From an optimization exercise on the open Yosys and OpenROAD flow, aimed at a short achievable clock period and few clock cycles; shortcuts taken in it are not production practice. The RTL was checked by simulation tests, not by an equivalence proof against the original design. Power is estimated from default activity; no workload was simulated.

### design.v
`timescale 10 ns / 1 ns
module alu(
	input  [32 - 1:0]  A,
	input  [32 - 1:0]  B,
	input  [              2:0]  ALUop,
	output                      Overflow,
	output                      CarryOut,
	output                      Zero,
	output [32 - 1:0]  Result
);
	localparam AND = 3'b111, OR = 3'b110, ADD = 3'b000, SUB = 3'b001, SLT = 3'b010, XOR = 3'b100, NOR = 3'b101, SLTU = 3'b011;
	wire [32 - 1:0] A_switched, B_switched, res_sum, res_and, res_or, res_xor, res_nor;
	wire cin, cout;
	wire A_sign, B_sign, sum_sign;   
	wire opAND, opOR, opADD, opSUB, opSLT, opXOR, opNOR, opSLTU;
	assign { cout,res_sum } = A_switched + B_switched + cin;
	assign { opAND,opOR,opADD,opSUB,opSLT,opXOR,opNOR,opSLTU } = { ALUop == AND,ALUop == OR,ALUop == ADD,ALUop == SUB,ALUop == SLT,ALUop == XOR,ALUop == NOR,ALUop == SLTU };
	assign Zero = ~|Result;
	assign A_switched = (opSLT ? { ~A_sign,A[32 - 2:0] } : A);   
	assign B_switched = (opSUB || opSLTU ? ~B : (opSLT ? ~{ ~B_sign,B[32 - 2:0] } : B));
	assign cin = (opSUB || opSLT || opSLTU ? 1'b1 : 1'b0);
	assign res_and = A & B;
	assign res_or = A | B;
	assign res_xor = A ^ B;
	assign res_nor = ~res_or;
	assign A_sign = A[32 - 1];
	assign B_sign = B[32 - 1];
	assign sum_sign = res_sum[32 - 1];
	assign Overflow = (A_sign == B_switched[32 - 1] && A_sign != sum_sign);
	assign CarryOut = (opADD && cout) || (opSUB && ~cout);
	assign Result = (
		{32{opAND}} & res_and |
		{32{opOR}} & res_or |
		{32{opXOR}} & res_xor |
		{32{opNOR}} & res_nor |
		{32{opADD || opSUB}} & res_sum |
		{32{opSLT || opSLTU}} & { 31'd0,~cout }
	);
endmodule
`timescale 10 ns / 1 ns
module shifter (
	input  signed [32 - 1:0] A,
	input  [              4:0] B,
	input  [              1:0] Shiftop,
	output [32 - 1:0] Result
);
	parameter LL = 2'b00, RL = 2'b10, RA = 2'b11;
	assign Result = (
		$signed({32{Shiftop == LL}}) & (A << B) |
		$signed({32{Shiftop == RL}}) & (A >> B) |
		$signed({32{Shiftop == RA}}) & (A >>> B)
	);
endmodule
`timescale 10 ns / 1 ns
module reg_file(
	input                       clk,
	input  [5 - 1:0]  waddr,
	input  [5 - 1:0]  raddr1,
	input  [5 - 1:0]  raddr2,
	input                       wen,
	input  [32 - 1:0]  wdata,
	output [32 - 1:0]  rdata1,
	output [32 - 1:0]  rdata2
);
	reg [32 - 1:0] rf [31:0];
	always @ (posedge clk) begin
		if (wen != 0 && waddr != 0)
			rf[waddr] <= wdata;
	end
	assign rdata1 = (raddr1 == 0 ? 32'd0 : rf[raddr1]);
	assign rdata2 = (raddr2 == 0 ? 32'd0 : rf[raddr2]);
endmodule
module multiplier(
	input [31:0] A,
	input [31:0] B,
	output [2 * 31 + 1:0] P,
	input clk,
	input rst,
	output done
);
	localparam s_ADD = 3'b001,
		s_SFT = 3'b010,
		s_DNE = 3'b100;
	localparam DW = 5'd31,    
		ZEROy = 5'd0,
		ZEROd = 33'd0;
	reg [4:0] ymr;
	reg [31 + 1:0] ACC, AX, Q;
	reg [2:0] current_state, next_state;
	always @ (posedge clk) begin
		if (rst)
			if (B[0] == 1'b0)
				current_state <= s_SFT;
			else
				current_state <= s_ADD;
		else
			current_state <= next_state;
	end
	always @ (*) begin
		case (current_state)
		s_ADD:
			if (ymr == ZEROy)
				next_state = s_DNE;
			else
				next_state = s_SFT;
		s_SFT:
			if (ymr == ZEROy)
				next_state = s_DNE;
			else if (Q[2] == Q[1])
				next_state = s_SFT;
			else	 
				next_state = s_ADD;
		default:	 
			next_state = s_DNE;
		endcase
	end
	always @ (posedge clk) begin
		if (rst)
			ymr <= DW;
		else if (current_state == s_SFT)  
			ymr <= ymr - 1;
	end
	always @ (posedge clk) begin
		if (rst)
			AX <= { A[31],A };
	end
	always @ (posedge clk) begin
		if (rst)
			ACC <= ZEROd;
		else if (current_state == s_ADD)
			ACC <= ACC + (Q[1] ? ~AX : AX) + Q[1];
		else if (current_state == s_SFT && ymr != ZEROy)
			ACC <= { ACC[31 + 1],ACC[31 + 1:1] };
	end
	always @ (posedge clk) begin
		if (rst)
			Q <= { B,1'd0 };
		else if (current_state == s_SFT && ymr != ZEROy)
			Q <= { ACC[0],Q[31 + 1:1] };
	end
	assign done = !rst && (current_state == s_DNE);
	assign P = { ACC,Q[31 + 1:2] };
endmodule
`timescale 10ns / 1ns
module custom_cpu(
	input         clk,
	input         rst,
	output reg [31:0] PC,
	output        Inst_Req_Valid,
	input         Inst_Req_Ready,
	input  [31:0] Instruction,
	input         Inst_Valid,
	output        Inst_Ready,
	output [31:0] Address,
	output        MemWrite,
	output [31:0] Write_data,
	output [ 3:0] Write_strb,
	output        MemRead,
	input         Mem_Req_Ready,
	input  [31:0] Read_data,
	input         Read_data_Valid,
	output        Read_data_Ready
);
	wire RF_wen;
	wire [31:0] RF_rdata1, RF_rdata2, RF_wdata;
	wire [4:0] RF_raddr1, RF_raddr2, RF_waddr;
	reg [31:0] RR1, RR2;
	reg [31:0] IR, PCs4;
	wire Rtype, Itype_CS, Itype_L, Itype_J, Stype, Utype, Btype, Jtype, Itype, MUL;
	wire SFTtype;	 
	wire [31:0] Imm;
	wire [6:0] Opcode, Funct7;
	wire [2:0] Funct3;
	wire [31:0] ALU_A, ALU_B, ALU_res;
	wire [2:0] ALUop;
	wire ALU_ZF, ALU_CF, ALU_OF;
	wire [31:0] SFT_A, SFT_B, SFT_res;
	wire [1:0] SFTop;
	wire [31:0] MULT_A, MULT_B;
	wire [63:0] MULT_res;
	wire MULT_rst, MULT_done;
	reg [31:0] ASR;	 
	reg [8:0] current_state, next_state;
	reg [31:0] MDR;	 
	wire [7:0] LoadB;
	wire [15:0] LoadH;
	localparam s_INIT = 9'h1, s_IF = 9'h2, s_IW = 9'h4,
		s_ID = 9'h8, s_EX = 9'h10, s_LD = 9'h20, s_RDW = 9'h40,
		s_ST = 9'h80, s_WB = 9'h100;
	localparam OC_auipc = 7'b0010111,
		OC_jal = 7'b1101111, OC_jalr = 7'b1100111;
	localparam ALU_ADD = 3'b000, ALU_SLT = 3'b010,
		ALU_SLTU = 3'b011, ALU_SUB = 3'b001;
	assign Rtype = (Opcode == 7'b0110011),
		Itype_CS = (Opcode == 7'b0010011),
		Itype_L = (Opcode == 7'b0000011),
		Itype_J = (Opcode == OC_jalr),
		Stype = (Opcode == 7'b0100011),
		Utype = ({ Opcode[6],Opcode[4:0] } == 6'b010111),
		Btype = (Opcode == 7'b1100011),
		Jtype = (Opcode == OC_jal);
	assign MUL = (Rtype && Funct3 == 3'd0 && Funct7 == 7'd1);
	assign Itype = Itype_CS || Itype_J || Itype_L;
	assign SFTtype = (Itype_CS || Rtype) && (Funct3[1:0] == 2'b01);
	assign Imm = {
 	IR[31],
 	(Utype ? IR[30:20] : {11{IR[31]}}),
 	(Utype || Jtype ? IR[19:12] : {8{IR[31]}}),
 	(Itype || Stype) & IR[31] |
			Btype & IR[7] |	Jtype & IR[20],
 	~{6{Utype}} & IR[30:25],
 	{4{Itype  || Jtype}} & IR[24:21] |
			{4{Stype || Btype}} & IR[11:8],
 		Itype & IR[20] | Stype & IR[7]
	};
	assign Opcode = IR[6:0];
	assign Funct3 = IR[14:12], Funct7 = IR[31:25];
	reg_file RF (
		.clk(clk), .waddr(RF_waddr), .wen(RF_wen), .wdata(RF_wdata),
		.raddr1(RF_raddr1), .raddr2(RF_raddr2), .rdata1(RF_rdata1), .rdata2(RF_rdata2)
	);
	alu ALU (
		.A(ALU_A), .B(ALU_B), .ALUop(ALUop), .Overflow(ALU_OF),
		.CarryOut(ALU_CF), .Zero(ALU_ZF), .Result(ALU_res)
	);
	shifter SFT (
		.A(SFT_A), .B(SFT_B), .Shiftop(SFTop), .Result(SFT_res)
	);
	multiplier MULT(
		.A(MULT_A), .B(MULT_B), .P(MULT_res),
		.clk(clk), .rst(MULT_rst), .done(MULT_done)
	);
	always @ (posedge clk)
		if (rst)
			current_state <= s_INIT;
		else
			current_state <= next_state;
	always @ (*) begin
		case (current_state)
		s_INIT:	 
			if (rst == 0)
				next_state = s_IF;
			else
				next_state = s_INIT;
		s_IF:	 
			if (Inst_Req_Ready)
				next_state = s_IW;
			else
				next_state = s_IF;
		s_IW:	 
			if (Inst_Valid)
				next_state = s_ID;
			else
				next_state = s_IW;
		s_ID:	 
			next_state = s_EX;
		s_EX:	 
			if (MUL && !MULT_done)
				next_state = s_EX;
			else if (Btype)
				next_state = s_IF;
			else if (Rtype || Itype_CS || Utype || Jtype || Itype_J)
				next_state = s_WB;
			else if (Itype_L)
				next_state = s_LD;
			else	 
				next_state = s_ST;
		s_ST:	 
			if (Mem_Req_Ready)
				next_state = s_IF;
			else
				next_state = s_ST;
		s_LD:	 
			if (Mem_Req_Ready)
				next_state = s_RDW;
			else
				next_state = s_LD;
		s_RDW:	 
			if (Read_data_Valid)
				next_state = s_WB;
			else
				next_state = s_RDW;
		s_WB:	 
			next_state = s_IF;
		default:
			next_state = s_INIT;
		endcase
	end
	always @ (posedge clk) begin
		if (rst)
			PC <= 32'd0;
		else if (current_state == s_IF && Inst_Req_Ready)
			PC <= ALU_res;	 
		else if (current_state == s_EX) begin
			if (Btype && (Funct3[2] ^ Funct3[0] ^ ALU_ZF)
				|| Jtype || Itype_J)
				PC <= { ASR[31:1],1'd0 };
		end
	end
	always @ (posedge clk) begin
		if (current_state == s_IF && Inst_Req_Ready)
			PCs4 <= PC;
	end
	always @ (posedge clk) begin
		if (current_state == s_IW && Inst_Valid)
			IR <= Instruction;
	end
	always @ (posedge clk) begin
		if (current_state == s_ID)
			RR1 <= RF_rdata1;
	end
	always @ (posedge clk) begin
		if (current_state == s_ID)
			RR2 <= RF_rdata2;
	end
	always @ (posedge clk) begin
		if (current_state == s_EX && SFTtype)
			ASR <= SFT_res;
		else if (current_state == s_EX && Utype)
			ASR <= (Opcode == OC_auipc ?
				ALU_res : Imm
			);	 
		else if (current_state == s_EX && MUL && MULT_done)
			ASR <= MULT_res[31:0];	 
		else if (current_state == s_EX ||
			current_state == s_ID && (Btype || Jtype || Itype_J))
			ASR <= ALU_res;
	end
	always @ (posedge clk) begin
		if (current_state == s_RDW && Read_data_Valid)
			MDR <= Read_data;
		else if (current_state == s_EX && Stype)
			MDR <= (
				{32{Funct3[1:0] == 2'b00}} & (RR2 << { ALU_res[1:0],3'd0 }) |
				{32{Funct3[1:0] == 2'b01}} & (RR2 << { ALU_res[1],4'd0 }) |
				{32{Funct3[1:0] == 2'b10}} & RR2
			);
	end
	assign ALU_A = (
		{32{current_state == s_IF}} & PC |
		{32{current_state == s_ID}} &
			(Itype_J ? RF_rdata1 : PCs4) |
		{32{current_state == s_EX}} & (Jtype || Itype_J || Utype ? PCs4 : RR1)
	);
	assign ALU_B = (
		{32{current_state == s_IF}} & 32'd4 |
		{32{current_state == s_ID}} & Imm |
		{32{current_state == s_EX}} & (
			{32{Rtype || Btype}} & RR2 |
			{32{Itype_CS || Itype_L || Stype || Utype}} & Imm |
			{32{Jtype || Itype_J}} & 32'd4
		)
	);
	assign ALUop = (
		{3{current_state == s_IF || current_state == s_ID}} & ALU_ADD |
		{3{current_state == s_EX}} & (
			{3{Rtype}} & (Funct3 | { 2'd0,Funct7[5] }) |
			{3{Itype_CS}} & Funct3 |
			{3{Itype_L || Stype || Utype || Jtype || Itype_J}} & ALU_ADD |
			{3{Btype}} & { 1'd0,Funct3[2],~(Funct3[2] ^ Funct3[1]) }
		)
	);
	assign SFT_A = {32{current_state == s_EX}} & RR1,
		SFT_B = {5{current_state == s_EX}} & (
		{5{Rtype}} & RR2[4:0] |
		{5{Itype_CS}} & Imm[4:0]
	);
	assign SFTop = { Funct3[2],Funct7[5] };
	assign MULT_A = {32{current_state == s_ID}} & RF_rdata1,
		MULT_B = {32{current_state == s_ID}} & RF_rdata2;
	assign MULT_rst = (current_state == s_ID && MUL);
	assign RF_raddr1 = IR[19:15],
		RF_raddr2 = IR[24:20],
		RF_waddr = IR[11:7];
	assign RF_wen = (
		current_state == s_WB && 
			(Rtype || Itype || Utype || Jtype)
	);
	assign RF_wdata = (
		{32{Rtype || Itype_CS || Utype || Jtype || Itype_J}} & ASR |
		{32{Itype_L}} & (
			{32{Funct3[1:0] == 2'b00}} &
				{ (Funct3[2] ? 24'd0 : {24{LoadB[7]}}),LoadB } |
			{32{Funct3[1:0] == 2'b01}} &
				{ (Funct3[2] ? 16'd0 : {24{LoadH[15]}}),LoadH } |
			{32{Funct3[1:0] == 2'b10}} & MDR
		)
	);
	assign LoadB = MDR[{ ASR[1:0],3'd0 } +: 8],
		LoadH = MDR[{ ASR[1],4'd0 } +: 16];
	assign MemRead = (current_state == s_LD),
		MemWrite = (current_state == s_ST);
	assign Inst_Req_Valid = (current_state == s_IF),
		Inst_Ready = (current_state == s_IW || current_state == s_INIT),
		Read_data_Ready = (current_state == s_RDW || current_state == s_INIT);
	assign Address = { ASR[31:2],2'd0 };
	assign Write_data = MDR,
		Write_strb = (
			{4{Funct3[1:0] == 2'b00}} & (4'd1 << ASR[1:0]) |
			{4{Funct3[1:0] == 2'b01}} & (4'd3 << { ASR[1],1'd0 }) |
			{4{Funct3[1:0] == 2'b10}} & 4'd15
		);
endmodule
### run.sh
#!/bin/bash
# synth_recipe.tcl (not shown) runs the flow's synth.tcl, then flattens the netlist and writes it again
# the make line also repeats each setting of config.mk as NAME=value (left out here)
make -C /OpenROAD-flow-scripts/flow DESIGN_CONFIG=/design/flow/config.mk WORK_HOME=/design/flow/orfs CLKGATE_MAP_FILE= SYNTH_SCRIPT=/design/flow/synth_recipe.tcl finish
### config.mk
export PLATFORM = sky130hd
export DESIGN_NAME = custom_cpu
export DESIGN_NICKNAME = custom_cpu
export VERILOG_FILES = /design/flow/design.v
export SDC_FILE = /design/flow/constraint.sdc
export NUM_CORES = 4
export LEC_CHECK = 0
export CAP_MARGIN = 20
export CORE_MARGIN = 2
export CORE_UTILIZATION = 30
export PLACE_DENSITY = 0.5
export SLEW_MARGIN = 20
### constraint.sdc
create_clock -name core_clock -period 10.0 [get_ports {clk}]
set_input_delay 2.0000 -clock core_clock [delete_from_list [all_inputs] [get_ports {clk}]]
set_output_delay 2.0000 -clock core_clock [all_outputs]
set_load 0.01 [all_outputs]
==> results.toml <==
[detailed_routing]
drt_wl_total_um = 314600
final_antenna_net_count = 0
via_per_inst = 5.995
firstDrtPassIters = 9
drc = 0
wl_per_cell_um = 35.27
dr.first_iter.drc_count = 7767
vias = 53485

[yosys]
yosys-top-cells-area = "edfxtp_1 51%, mux4_2 20%, dfxtp_1 2.4%"
synth_warnings = 4
synth_largest_area_cell = "edfxtp_1"
ys_seq_area_share_pct = 53.56
synth_top_area_share_pct = 51.11
synth_area_sq_mm = 0.07521
synth_edf_count = 1280
ys_ff_latch = 1372
syn_inst = 5342
synth_ff_type = "edfxtp_1"
syn_area_per_cell_sq_um = 14.08
ys_types = 95
async_flop_share_pct = 0

[clock_network]
cts_resized = 0
ctsRootBufferMaster = "clkbuf_16"
clk_pin_slew_ns = 0.06
holdBufCountCts = 0
cts_sinks = 1372
cts_htree_levels = 4
clk_latency_ns = 0.85
post_cts_buffers = 0
cts_tree = "yes"
cts_buffer_depth = 3
cts_buffers = 154

[floorplanning]
chipWidth_um = 504.7
core_area_sq_mm = 0.2489
dieArea_sq_mm = 0.2547
die_h_um = 504.7
rows = 183
initial_core_util_pct = 30.22
ios = 175

[grt]
grt_max_degree = 87
antenna_found_initial = 21
grt_use_total_pct = 24.12
grt_pass1_wl_um = 430500
overflow = 0
grt_pass1_vias = 51586

[worst_setup_path]
r2r-end = "PC[1]"
cp-end-kind = "flip-flop"
crit_slowest_cell = "nor3_1"
critPathArrivalTime_ns = 9.67
crit_end = "PC[1]"
critical_path.cell_chain = "buf_12 -> buf_4 -> buf_4 -> mux4_2 -> mux4_2 -> mux2i_1 -> nor2_1 -> mux2_2 -> a221o_1 -> ha_1 -> and2_1 -> nand3_1 -> o211ai_1 -> nor2_1 -> a21oi_1 -> a311oi_1 -> nor3_1 -> nand3_1 -> or4_1 -> or3_1 -> o211ai_4 -> buf_12 -> nor3b_1 -> nor4_2"
ff2ff_path_depth = 24
max_stage_delay_ns = 0.82
critPathRequiredTime_ns = 10.64
critPathKind = "flip-flop to flip-flop"
cp_max_fo = 49
reg2reg_slack_ns = 0.97
start_kind = "flip-flop"

[sta]
fin_crit_sh_pct = 90.27
finalSetupViolations = 0
timing_worst_slew_pin_value_ns = 1.381
hold_viol_final = 0
rsz0062_at_grt = "no"
tns_ns = 0
maxSlewViolCount = 0
hold_slack_ns = 0.4871
skew_ns = 0.06596
finalCriticalPeriod_ns = 9.027
relSlewSlack_pct = 7.933
fmax_mhz = 110.8

[pwr]
irDropWorstVdd_uv = 189.4
powerDensity_mw_per_mm2 = 142.7
pwr-share-comb_pct = 2.2
clkPwrFrac_pct = 47.4
p_seq_share_pct = 50.3
p_sw_mw = 2.730
power_mw = 12.39
p_sw_share_pct = 22.02
p_int_mw = 9.665
power.static_leakage_nw = 28.02

[cells_and_area]
final_nets = 5662
syn_to_final_growth_pct = 15.49
mostFrequentLayoutCells = "1280 x edfxtp_1, 659 x mux4_2, 356 x nand2_1"
final_common_cell = "edfxtp_1"
drive_gt1_share_pct = 23.44
instances_no_fill = 8921

[status]
outcome = "finished clean"

[place]
place_congestion = 0.9973
place_hpwl_um = 208900
portBuffers = 172
place_inst = 8630

[run]
drv_cap = 0

[worst_hold_path]
hold_path_class = "flip-flop to flip-flop"
-- power by group through the flow --
stage	Clock [mW]	Combinational [mW]	Sequential, mW
2_1_floorplan	0	0.162	6.34
3_3_place_gp	0	0.273	6.36
3_5_place_dp	0	0.274	6.36
4_1_cts	5.95	0.275	6.24
5_1_grt	6.18	0.294	6.24
6_report	5.88	0.278	6.24
-- critical path, delay by kind of cell, from the launching register on --
family          cells  cell delay [ns]
simple gates       10             3.12
compound gates      5             1.53
mux                 4             1.55
buf+inv             4             1.17
flops               1             0.76
fa+ha+maj           1             0.51
-- synth_stat cells, types with 22 or more instances --
master,count
a211oi_1,109
a21o_1,49
a21oi_1,271
a221o_1,36
a221oi_1,39
a22o_1,35
a22oi_1,31
a31oi_1,31
a32o_1,32
and2_1,46
buf_1,80
buf_2,26
buf_4,40
clkbuf_1,301
dfxtp_1,92
edfxtp_1,1280
ha_1,127
inv_1,104
mux2_2,59
mux2i_1,111
mux4_2,659
nand2_1,357
nand2b_1,22
nand3_1,107
nor2_1,392
nor2b_1,34
nor3_1,109
nor3b_1,45
o211ai_1,57
o21ai_0,206
xnor2_1,45
xor2_1,67
-- layout make-up --
| class | count | area (sq um) |
|---|---|---|
| inverter | 105 | 397.9 |
| clock inverter | 93 | 1077 |
| fill | 23915 | 162000 |
| multi-input combinational | 3447 | 33380 |
| clock buffer | 186 | 4056 |
| timing repair buffer | 382 | 3443 |
| sequential | 1372 | 40320 |
| tap | 3330 | 4167 |
| antenna | 6 | 15.01 |
-- kinds of logic after synthesis --
| family | synth area share (%) |
|---|---|
| compound gates | 9.939 |
| xor+xnor | 1.326 |
| fa+ha+maj | 2.193 |
| buf+inv | 3.058 |
| flops | 53.56 |
| mux | 22.10 |
| other cells | 0.004986 |
| simple gates | 7.826 |
-- registers in the layout, summed over array words and instances (netlist names), named ones only --
| name | count |
|---|---|
| MULT.AX | 32 |
| PC | 32 |
| MDR | 32 |
| ASR | 32 |
| PCs4 | 32 |
| RR2 | 32 |
| MULT.ymr | 5 |
| MULT.Q | 32 |
| MULT.ACC | 33 |
| current_state | 9 |
| MULT.current_state | 3 |
| RR1 | 32 |
| RF.rf | 1024 |
| IR | 32 |
-- stage by stage --
| stage | instance area, sq um | setup WS [ns] | util [%] |
|---|---|---|---|
| 2_1_floorplan | 75330 | 2.586 | - |
| 3_3_place_gp | 81560 | 1.212 | 32.77 |
| 3_5_place_dp | 81600 | 1.296 | 32.79 |
| 4_1_cts | 86740 | 1.223 | 34.85 |
| 5_1_grt | 86840 | 0.6466 | 34.89 |
| 6_report | 86860 | 0.9734 | 34.90 |
-- layer usage --
metal | vias to the layer above | global-route usage [%] | part of all wire [%]
li1 | 21839 | - | -
met1 | 27977 | 30.03 | 38
met2 | 2978 | 38.92 | 47
met3 | 677 | 4.976 | 8.3
met4 | 14 | 13.83 | 6.8
met5 | - | 0 | 0.029
-- worst min-delay path by stage --
stage	cells after the start	start	to
after global routing	2	MULT.ACC[32]	MULT.ACC[32]
after global placement	2	MULT.ymr[3]	MULT.ymr[3]
final	2	MULT.ACC[32]	MULT.ACC[32]
after floorplan	2	MULT.ymr[3]	MULT.ymr[3]
after CTS	2	MULT.ACC[32]	MULT.ACC[32]
after detailed placement	2	MULT.ACC[32]	MULT.ACC[32]
Testbench counts, summed over its fixed seeds: cycles 505,439.

==> afterwards: timing with drivers on the ports <==
How much do the figures lean on ideal ports? The routed layout below was timed once more, with nothing changed but the port constraints.
Step 1 sets driving cells, clkbuf_16 on the clock port and buf_2 on the other inputs (assumed; they add their load-dependent delay and slew).
Step 2, shift: input delay + t, output delay - t, t = (earliest + latest rising clock arrival at the registers) / 2. This alone moves slack from input paths to output paths.
Three values: ideal, step 1, step 2; two values: the first two.
shift t [ns]: 0.901
setup slack, ns: 0.973 / 0.973 / 0.973
latest minus earliest clock arrival (ns): 0.066 / 0.066
After both steps setup and hold are still met in this run. For this run, drivers alone change the setup slack by 0.000 ns; drivers and shift together by 0.000 ns.
